This is an optimization exercise on Yosys and OpenROAD, whose aim is small area and a short achievable clock period, not a production implementation.
In this exercise RTL edits were held to simulation tests only and were not proved equivalent to the original.
Power is estimated from default activity; no workload was simulated.

==> wip/sierra: inputs <==
## top_FFT
module top_FFT(
    output [24-1:0] out,
    input  [24-1:0] in,
    input clk, reset
);
Settings: LEC_CHECK=0, CAP_MARGIN=20, CORE_MARGIN=2, CORE_UTILIZATION=40, SLEW_MARGIN=20; clock period 10.0 ns.
standard.sh (not shown) runs the stock make flow with config.mk's settings and CLKGATE_MAP_FILE= SYNTH_SCRIPT=/design/flow/synth_recipe.tcl, a recipe that flattens the netlist after the stock synthesis.
==> flow/flow/run.sh <==
#!/bin/bash
# Layout flow: the standard.sh (unchanged synthesis and ORFS steps) with
#  - port buffers of a plain buffer cell instead of the default delay cell,
#  - clock tree synthesis without dummy loads,
#  - the resizer's setup repair aiming at a larger slack margin,
#  - after synthesis, inverters pushed through full adders (flow/bubble.py;
#    registers and all other cells untouched).
# Each tool's output goes to a log file in this folder.
set -euo pipefail
export BUFFER_PORTS_ARGS="-buffer_cell sky130_fd_sc_hd__buf_2"
export CTS_ARGS="-sink_clustering_enable -repair_clock_nets -dont_use_dummy_load"
export SETUP_SLACK_MARGIN=6.5
R=orfs/results/sky130hd/top_FFT/base
bash standard.sh synth > synth.log 2>&1
python3 flow/bubble.py $R/1_2_yosys.v $R/1_2_yosys_bub.v > bubble.log 2>&1
cp $R/1_2_yosys.v $R/1_2_yosys_presub.v
mv $R/1_2_yosys_bub.v $R/1_2_yosys.v
rm -f $R/1_synth.odb
bash standard.sh > standard.log 2>&1
Other scripts of this flow, unchanged in this note and not shown: flow/flow/bubble.py
==> wip/amber: changes against wip/sierra <==
--- a/flow/design.v
+++ b/flow/design.v
@@ -103,17 +103,17 @@
     assign s = a ^ b ^ c;
     assign co = (a & b) | (a & c) | (b & c);
 endmodule
 module HA(input a, b, output s, co);
     assign s = a ^ b;
     assign co = a & b;
 endmodule
 module tw1_tree(input [12:0] A, B, input [2:0] k, input mI, m1p, m1n, m2, m1,
-    output [11:0] Sr, Cr, output cr, output [11:0] Si, Ci, output ci);
+    output [11:0] Sr, Cr, output [4:0] cr, output [11:0] Si, Ci, output [4:0] ci);
     wire [12:0] nA = ~A, nB = ~B;
     wire rp1 = A[0];
     wire rp2 = A[1];
     wire rp3 = A[2];
     wire rp4 = A[3];
     wire rp5 = A[4];
     wire rp6 = A[5];
     wire rp7 = A[6];
@@ -396,18 +396,22 @@
     wire rs284, rc285;
     FA urs284(.a(rc205), .b(rs246), .c(rc245), .s(rs284), .co(rc285));
     wire rs286, rc287;
     FA urs286(.a(rc209), .b(rs248), .c(rc247), .s(rs286), .co(rc287));
     wire rs288, rc289;
     FA urs288(.a(rc213), .b(rs250), .c(rc249), .s(rs288), .co(rc289));
     wire rs290, rc291;
     FA urs290(.a(rc215), .b(rs252), .c(rc251), .s(rs290), .co(rc291));
-    wire [10:0] rlo = {1'b0, {rs266, rs264, rs262, rs260, rs258, rs256, rs216, rp44, rp43, 1'b0}} + {1'b0, {rc265, rc263, rc261, rc259, rc257, rc255, rs254, rp59, rk105, 1'b0}};
-    assign cr = rlo[10];
+    wire [3:0] rg0 = {1'b0, {rp44, rp43, 1'b0}} + {1'b0, {rp59, rk105, 1'b0}};
+    wire [3:0] rg1 = {1'b0, {rs258, rs256, rs216}} + {1'b0, {rc257, rc255, rs254}};
+    wire [2:0] rq1 = {rs258, rs256, rs216} ^ {rc257, rc255, rs254};
+    wire [4:0] rg2 = {1'b0, {rs266, rs264, rs262, rs260}} + {1'b0, {rc265, rc263, rc261, rc259}};
+    wire [3:0] rq2 = {rs266, rs264, rs262, rs260} ^ {rc265, rc263, rc261, rc259};
+    assign cr = {rg2[4], &rq2, rg1[3], &rq1, rg0[3]};
     assign Sr = {rs290, rs288, rs286, rs284, rs282, rs280, rs278, rs276, rs274, rs272, rs270, rs268};
     assign Cr = {rc289, rc287, rc285, rc283, rc281, rc279, rc277, rc275, rc273, rc271, rc269, rc267};
     wire ip292 = ((mI | m1p | m2) & B[0]) | (m1n & nB[0]);
     wire ip293 = ((mI | m1p | m2) & B[1]) | (m1n & nB[1]);
     wire ip294 = ((mI | m1p | m2) & B[2]) | (m1n & nB[2]);
     wire ip295 = ((mI | m1p | m2) & B[3]) | (m1n & nB[3]);
     wire ip296 = ((mI | m1p | m2) & B[4]) | (m1n & nB[4]);
     wire ip297 = ((mI | m1p | m2) & B[5]) | (m1n & nB[5]);
@@ -694,18 +698,22 @@
     wire is578, ic579;
     FA uis578(.a(ic497), .b(is538), .c(ic537), .s(is578), .co(ic579));
     wire is580, ic581;
     FA uis580(.a(ic501), .b(is540), .c(ic539), .s(is580), .co(ic581));
     wire is582, ic583;
     FA uis582(.a(ic505), .b(is542), .c(ic541), .s(is582), .co(ic583));
     wire is584, ic585;
     FA uis584(.a(ic507), .b(is544), .c(ic543), .s(is584), .co(ic585));
-    wire [10:0] ilo = {1'b0, {is560, is558, is556, is554, is552, is550, is548, ik397, ip334, 1'b0}} + {1'b0, {ic559, ic557, ic555, ic553, ic551, ic549, ic547, is546, ik396, 1'b0}};
-    assign ci = ilo[10];
+    wire [3:0] ig0 = {1'b0, {ik397, ip334, 1'b0}} + {1'b0, {is546, ik396, 1'b0}};
+    wire [3:0] ig1 = {1'b0, {is552, is550, is548}} + {1'b0, {ic551, ic549, ic547}};
+    wire [2:0] iq1 = {is552, is550, is548} ^ {ic551, ic549, ic547};
+    wire [4:0] ig2 = {1'b0, {is560, is558, is556, is554}} + {1'b0, {ic559, ic557, ic555, ic553}};
+    wire [3:0] iq2 = {is560, is558, is556, is554} ^ {ic559, ic557, ic555, ic553};
+    assign ci = {ig2[4], &iq2, ig1[3], &iq1, ig0[3]};
     assign Si = {is584, is582, is580, is578, is576, is574, is572, is570, is568, is566, is564, is562};
     assign Ci = {ic583, ic581, ic579, ic577, ic575, ic573, ic571, ic569, ic567, ic565, ic563, ic561};
 endmodule
 module tw2_tree(input [12:0] A, B, input [2:0] k, input mI, m2,
     output [11:0] Sr, Cr, output cr, output [11:0] Si, Ci, output ci);
     wire [12:0] nA = ~A, nB = ~B;
     wire rp586 = A[0];
     wire rp587 = A[1];
@@ -1052,25 +1060,26 @@
     fft_ctrl ctrl(.clk(clk), .reset(reset), .m(m),
                   .s1(s1), .s2(s2), .s3(s3), .s4(s4),
                   .k1t(k1t), .k1p(k1p), .k2t(k2t), .k2p(k2p),
                   .mI1(mI1), .m1p1(m1p1), .m1n1(m1n1), .m11(m11), .m21(m21),
                   .s3n(s3n), .k3t(k3t));
     reg [23:0] r_in, r12, r23, r34, r_out;
     reg [23:0] a0, a1, a2, a3, a4, a5;
     reg [25:0] a6;
-    reg [49:0] a7;
+    reg [57:0] a7;
     reg [23:0] b0;
     reg [25:0] b1, b2;
     reg [49:0] b3;
     reg [23:0] c0;
     reg [25:0] c1;
     reg [23:0] d0;
-    wire [11:0] a7sr = a7[49:38], a7cr = a7[36:25], a7si = a7[24:13], a7ci = a7[11:0];
-    wire        a7nr = a7[37],    a7ni = a7[12];
+    wire [11:0] a7sr = a7[57:46], a7cr = a7[40:29], a7si = a7[28:17], a7ci = a7[11:0];
+    wire        a7nr = a7[45] | (a7[44] & (a7[43] | (a7[42] & a7[41])));
+    wire        a7ni = a7[16] | (a7[15] & (a7[14] | (a7[13] & a7[12])));
     wire [11:0] b3sr = b3[49:38], b3cr = b3[36:25], b3si = b3[24:13], b3ci = b3[11:0];
     wire        b3nr = b3[37],    b3ni = b3[12];
     wire [12:0] c1xr = c1[25:13], c1xi = c1[12:0];
     wire [23:0] sum1, dif1, sum2, dif2, sum3, dif3, sum4, dif4;
     Butterfly bf1(.C1(sum1), .C2(dif1),
                   .Xr(s1 ? {a7sr[11], a7sr} : {a7sr, a7nr}),
                   .Xi(s1 ? {a7si[11], a7si} : {a7si, a7ni}),
                   .Yr(s1 ? {r_in[23], r_in[23:12]} : {a7cr, a7nr}),
@@ -1081,17 +1090,18 @@
                   .Yr(s2 ? {r12[23], r12[23:12]} : {b3cr, b3nr}),
                   .Yi(s2 ? {r12[11], r12[11:0]}  : {b3ci, b3ni}), .R(r12));
     Butterfly bf3(.C1(sum3), .C2(dif3), .Xr(c1xr), .Xi(c1xi),
                   .Yr(s3 ? {r23[23], r23[23:12]} : {12'd0, c1xr[0]}),
                   .Yi(s3 ? {r23[11], r23[11:0]}  : {12'd0, c1xi[0]}), .R(r23));
     Butterfly4 bf4(.C1(sum4), .C2(dif4), .A(d0), .B(r34));
     wire [25:0] p1, p2, t3;
     wire [11:0] t1sr, t1cr, t1si, t1ci, t2sr, t2cr, t2si, t2ci;
-    wire t1nr, t1ni, t2nr, t2ni;
+    wire [4:0] t1nr, t1ni;
+    wire t2nr, t2ni;
     wire sel_a = (k1p[1:0] == 2'd2);
     wire [12:0] pS, pD;
     PrepAdd padd(.S(pS), .D(pD), .C(sel_a ? a5 : b0), .k6(sel_a ? k1p[2] : k2p[1]));
     TwPrep prep1(.out(p1), .C(a5), .k(k1p), .S(pS), .D(pD));
     tw1_tree tree1(.A(a6[25:13]), .B(a6[12:0]), .k(k1t),
                    .mI(mI1), .m1p(m1p1), .m1n(m1n1), .m1(m11), .m2(m21),
                    .Sr(t1sr), .Cr(t1cr), .cr(t1nr), .Si(t1si), .Ci(t1ci), .ci(t1ni));
     TwPrep prep2(.out(p2), .C(b0), .k({k2p, 1'b0}), .S(pS), .D(pD));
==> flow/flow/run.sh (replaced) <==
#!/bin/bash
# Layout flow: the standard.sh (unchanged synthesis and ORFS steps) with
#  - port buffers of a plain buffer cell instead of the default delay cell,
#  - clock tree synthesis without dummy loads and with larger sink clusters,
#  - the resizer's setup repair aiming at a larger slack margin,
#  - after synthesis, inverters pushed through full adders (flow/bubble.py;
#    registers and all other cells untouched).
# Each tool's output goes to a log file in this folder.
set -euo pipefail
export BUFFER_PORTS_ARGS="-buffer_cell sky130_fd_sc_hd__buf_2"
export CTS_ARGS="-sink_clustering_enable -repair_clock_nets -dont_use_dummy_load -sink_clustering_size 24 -sink_clustering_max_diameter 100"
export SETUP_SLACK_MARGIN=6.5
R=orfs/results/sky130hd/top_FFT/base
bash standard.sh synth > synth.log 2>&1
python3 flow/bubble.py $R/1_2_yosys.v $R/1_2_yosys_bub.v > bubble.log 2>&1
cp $R/1_2_yosys.v $R/1_2_yosys_presub.v
mv $R/1_2_yosys_bub.v $R/1_2_yosys.v
rm -f $R/1_synth.odb
bash standard.sh > standard.log 2>&1
- CAP_MARGIN: 20 -> 40
- SLEW_MARGIN: 20 -> 60
==> run summary <==
	wip/sierra	wip/amber
Setup WS pre-CTS	5302 ps	5583 ps
Last weighted congestion value of the routability-driven placer	0.8729	0.8813
Final nets	4310	4136
Cell count after synthesis	3727	3598
Count of sequential standard cells	570	578
CP max FO	8	7
Mean instance size in the synthesized netlist	9.366 um2	9.573 um2
Drt via density	5.252	5.122
Multi-input gate area	0.02172 mm2	0.02128 mm2
Delay of the slowest cell on the worst path	600 ps	540 ps
Critical Path Start	ctrl.m1p1	ctrl.m1n1
Result of the run	timing/DRC/antenna clean	timing/DRC/antenna clean
P per Cell Area	238.3 mW/mm2	222.6 mW/mm2
Layout buffering overhead excluding clock cells	3.258%	3.310%
Antenna fix cells	0	3
Data required time at the worst endpoint	10460 ps	10500 ps
Capture point of the critical path	a7[12]	a7[16]
Worst clock skew on the final layout	76.35 ps	45.84 ps
Headroom to the max-slew limit	36.23%	63.49%
Clock-pin slew on the worst setup and hold paths	60 ps	90 ps
Total Routing Usage GR	19.80%	18.82%
Global-route wire length before repair	140400 um	133600 um
Power Combinational	0.00404 W	0.00390 W

-- static timing again, ports no longer ideal --
Ports are ideal in the flow. The routed layouts listed here were re-timed in OpenROAD.
Step 1, drivers: a clkbuf_16 drives clk and a buf_2 each remaining input, both assumed.
Step 2 times the ports against the registers' clock, not the clock port: input delays grow and output delays shrink by t, the midpoint of the rising clock arrivals with the driver on.
Slacks: no drivers / after step 1 / after step 2; pairs: no drivers / after step 1.
run | shift t [ns] | slack for setup (ns) | hold WS [ns]
wip/sierra | 0.649 | 6.270 / 6.270 / 6.086 | 0.304 / 0.304 / 0.304
wip/amber | 0.673 | 6.497 / 6.497 / 6.324 | 0.307 / 0.307 / 0.307
After both steps setup and hold are still met in every run listed. The setup slack of wip/sierra, which loses most, moves by 0.000 ns with the drivers and by -0.184 ns with both steps.
